Source: an optimization exercise on an open RTL-to-GDS flow (aim: small area and a short achievable clock period). Production flows keep margins and buffers that such runs may drop. Power is estimated from default activity; no workload was simulated.

==> flow/design.v <==
module IEEE754_AdderSubtract
(
	input clock,
	input resetn,
	input [31:0] a,
	input [31:0] b,
	output [31:0] y
);
	wire [7:0]  ea = a[30:23];
	wire [7:0]  eb = b[30:23];
	wire [7:0]  dba, dab;
	wire        ge;                              
	bk_add #(8) u_dba (eb, ~ea, 1'b1, dba, ge);
	bk_add #(8) u_dab (ea, ~eb, 1'b1, dab, );
	wire [7:0]  sh = ge ? dba : dab;
	reg         v1, sg1, sub1, big1;
	reg  [7:0]  eg1;
	reg  [4:0]  sh1;
	reg  [22:0] mg1, mw1;
	always @(posedge clock) begin
		v1   <= resetn;
		sg1  <= ge ? b[31] : a[31];
		sub1 <= a[31] ^ b[31];
		eg1  <= ge ? eb : ea;
		big1 <= |sh[7:5];
		sh1  <= sh[4:0];
		mg1  <= ge ? b[22:0] : a[22:0];
		mw1  <= ge ? a[22:0] : b[22:0];
	end
	wire [23:0] sm = big1 ? 24'd1 : ({1'b1, mw1} >> sh1);
	wire [24:0] A = {2'b01, mg1};
	wire [24:0] B = {1'b0, sm} ^ {25{sub1}};
	wire [24:0] p = A ^ B;
	wire [24:0] gc;                              
	wire [24:0] pc;                              
	wire        co;
	bk_prefix #(25, 16) u_pre (A & B, p, gc, pc, co);
	wire        neg = sub1 & ~co;
	wire [24:0] r = p ^ (gc | (pc & {25{co}})) ^ {25{neg}};
	wire        s = sg1 ^ neg;
	wire [4:0]  c;                               
	wire        nz;                              
	lzc32 u_lzc ({r, 7'b0}, c, nz);
	wire [24:0] n1 = c[4] ? {r[8:0], 16'b0} : r;
	wire [24:0] n2 = c[3] ? {n1[16:0], 8'b0} : n1;
	wire [24:0] n3 = c[2] ? {n2[20:0], 4'b0} : n2;
	wire [4:0]  lz = {c[4:2], c[1] & nz, c[0]};
	wire [7:0]  egp, e;
	bk_add #(8) u_inc (eg1, 8'd0, 1'b1, egp, );
	bk_add #(8) u_exp (egp, {3'b111, ~lz}, 1'b1, e, );
	reg         s2;
	reg  [7:0]  e2;
	reg  [1:0]  k2;
	reg  [23:0] n32;
	always @(posedge clock) begin
		if (!resetn || !v1) begin
			s2  <= 1'b0;
			e2  <= 8'd0;
			k2  <= 2'd0;
			n32 <= 24'd0;
		end else begin
			s2  <= s;
			e2  <= e;
			k2  <= c[1:0];
			n32 <= n3[23:0];
		end
	end
	wire [23:0] n4 = k2[1] ? {n32[21:0], 2'b0} : n32;
	wire [23:0] n5 = k2[0] ? {n4[22:0], 1'b0} : n4;
	assign y = {s2, e2, n5[23:1]};
endmodule
module bk_prefix #(parameter N = 8, parameter TOPD = 4)
(
	input  [N-1:0] g,
	input  [N-1:0] p,
	output [N-1:0] gc,
	output [N-1:0] pc,
	output         co
);
	reg [N-1:0] G, P, Gn, Pn;
	integer i, d;
	always @(*) begin
		G = g;
		P = p;
		for (d = 1; d < N; d = d * 2) begin
			Gn = G; Pn = P;
			for (i = 2*d-1; i < N; i = i + 2*d) begin
				Gn[i] = G[i] | (P[i] & G[i-d]);
				Pn[i] = P[i] & P[i-d];
			end
			G = Gn; P = Pn;
		end
		for (d = TOPD; d >= 1; d = d / 2) begin
			Gn = G; Pn = P;
			for (i = 3*d-1; i < N; i = i + 2*d) begin
				Gn[i] = G[i] | (P[i] & G[i-d]);
				Pn[i] = P[i] & P[i-d];
			end
			G = Gn; P = Pn;
		end
	end
	assign gc = {G[N-2:0], 1'b0};
	assign pc = {P[N-2:0], 1'b1};
	assign co = G[N-1];
endmodule
module bk_add #(parameter N = 8, parameter TOPD = 4)
(
	input  [N-1:0] x,
	input  [N-1:0] y,
	input          ci,
	output [N-1:0] s,
	output         co
);
	wire [N-1:0] p = x ^ y;
	wire [N-1:0] gc, pc;
	wire         c;
	bk_prefix #(N, TOPD) u_pre (x & y, p, gc, pc, c);
	assign s  = p ^ (gc | (pc & {N{ci}}));
	assign co = c | (&p & ci);
endmodule
module lzc32
(
	input  [31:0] x,
	output [4:0]  c,
	output        v
);
	wire [3:0] ch, cl;
	wire       vh, vl;
	lzc16 u_h (x[31:16], ch, vh);
	lzc16 u_l (x[15:0],  cl, vl);
	assign v = vh | vl;
	assign c = vh ? {1'b0, ch} : {1'b1, cl};
endmodule
module lzc16
(
	input  [15:0] x,
	output [3:0]  c,
	output        v
);
	wire [2:0] ch, cl;
	wire       vh, vl;
	lzc8 u_h (x[15:8], ch, vh);
	lzc8 u_l (x[7:0],  cl, vl);
	assign v = vh | vl;
	assign c = vh ? {1'b0, ch} : {1'b1, cl};
endmodule
module lzc8
(
	input  [7:0] x,
	output [2:0] c,
	output       v
);
	wire [1:0] ch, cl;
	wire       vh, vl;
	lzc4 u_h (x[7:4], ch, vh);
	lzc4 u_l (x[3:0], cl, vl);
	assign v = vh | vl;
	assign c = vh ? {1'b0, ch} : {1'b1, cl};
endmodule
module lzc4
(
	input  [3:0] x,
	output [1:0] c,
	output       v
);
	assign v = |x;
	assign c[1] = ~(x[3] | x[2]);
	assign c[0] = ~(x[3] | (~x[2] & x[1]));
endmodule
Settings: LEC_CHECK=0, ABC_AREA=1, CAP_MARGIN=20, CORE_MARGIN=2, CORE_UTILIZATION=60, GPL_TIMING_DRIVEN=0, SLEW_MARGIN=20; clock period 22.0 ns.
standard.sh (not shown) runs the stock make flow with config.mk's settings and CLKGATE_MAP_FILE= SYNTH_SCRIPT=/design/flow/synth_recipe.tcl, a recipe that flattens the netlist after the stock synthesis.
==> flow/flow/run.sh <==
#!/bin/bash
# The standard layout, with three changes to how it is made:
#  - synthesis maps the logic with flow/abc_area.script (registers are mapped as
#    before, the ABC step only maps the logic between them);
#  - the smallest plain buffer (buf_1) as the port buffer on every input and output;
#  - repair_timing aims for 15 ns of setup slack (the clock and constraints are unchanged).
set -euo pipefail
mkdir -p scripts
for f in "$FLOW_HOME"/scripts/*; do ln -sfn "$f" scripts/; done
rm -f scripts/abc_area.script
cp flow/abc_area.script scripts/abc_area.script
bash standard.sh finish SCRIPTS_DIR="$PWD/scripts" "BUFFER_PORTS_ARGS=-buffer_cell sky130_fd_sc_hd__buf_1" SETUP_SLACK_MARGIN=15 > standard_flow.log 2>&1
==> flow/flow/abc_area.script <==
strash
dch
amap
topo
stime -c
buffer -c
upsize -c
dnsize -c
Change:
==> flow/flow/run.sh (replaced) <==
#!/bin/bash
# The standard layout, with two changes to how it is made:
#  - the smallest plain buffer (buf_1) as the port buffer on every input and output;
#  - repair_timing aims for 15 ns of setup slack (the clock and constraints are unchanged).
set -euo pipefail
bash standard.sh finish "BUFFER_PORTS_ARGS=-buffer_cell sky130_fd_sc_hd__buf_1" SETUP_SLACK_MARGIN=15 > standard_flow.log 2>&1
CTS_BUF_LIST = sky130_fd_sc_hd__clkbuf_8   (was not set)
removed: flow/flow/abc_area.script
Outcome:
- wire length climbs by 8.5%
- worst hold slack gets better by 61 ps
- synthesized cell count went up by 44%
- combinational power went up by 10%
- setup slack is better by 1300 ps
- cell area rose by 5.9%
- cell count climbs by about 30%
Change:
CORE_UTILIZATION = 40   (was 60)
CTS_BUF_LIST = not set   (was sky130_fd_sc_hd__clkbuf_8)
=> The new run produced a clean layout; flip-flop and latch count is unchanged; final cell count came out higher by a few percent; core utilization went down by 23 points; non-clock buffer count rose by 4; design area rises by a few percent; worst setup slack is about the same; clock-buffer cell count came out lower by 3; combinational power stays flat.
No functional check of the RTL was part of any run of this note.

[port drivers added, routing unchanged]
How much do the figures lean on ideal ports? The routed layouts below were timed once more, with nothing changed but the port constraints.
Step 1, drivers: a clkbuf_16 drives clock and a buf_2 each remaining input, both assumed.
Step 2, shift: input delay + t, output delay - t, t = (earliest + latest rising clock arrival at the registers) / 2. This alone moves slack from input paths to output paths.
Three values: ideal, step 1, step 2; two values: the first two.
| run | t (ns) | setup WS [ns] | worst setup path after step 2 | worst register clock-pin slew, ns | worst data-port slew with drivers (ns) |
|---|---|---|---|---|---|
| the first run | 0.392 | 13.975 / 13.975 / 13.975 | register to register | 0.07 / 0.07 | 0.04 |
| the second run | 0.417 | 15.279 / 15.239 / 14.924 | input to register | 0.09 / 0.09 | 0.04 |
| the third run | 0.401 | 15.278 / 15.234 / 14.894 | input to register | 0.07 / 0.07 | 0.04 |
After both steps setup and hold are still met in every run listed. For the third run, which loses most, drivers alone change the setup slack by -0.044 ns; drivers and shift together by -0.384 ns.
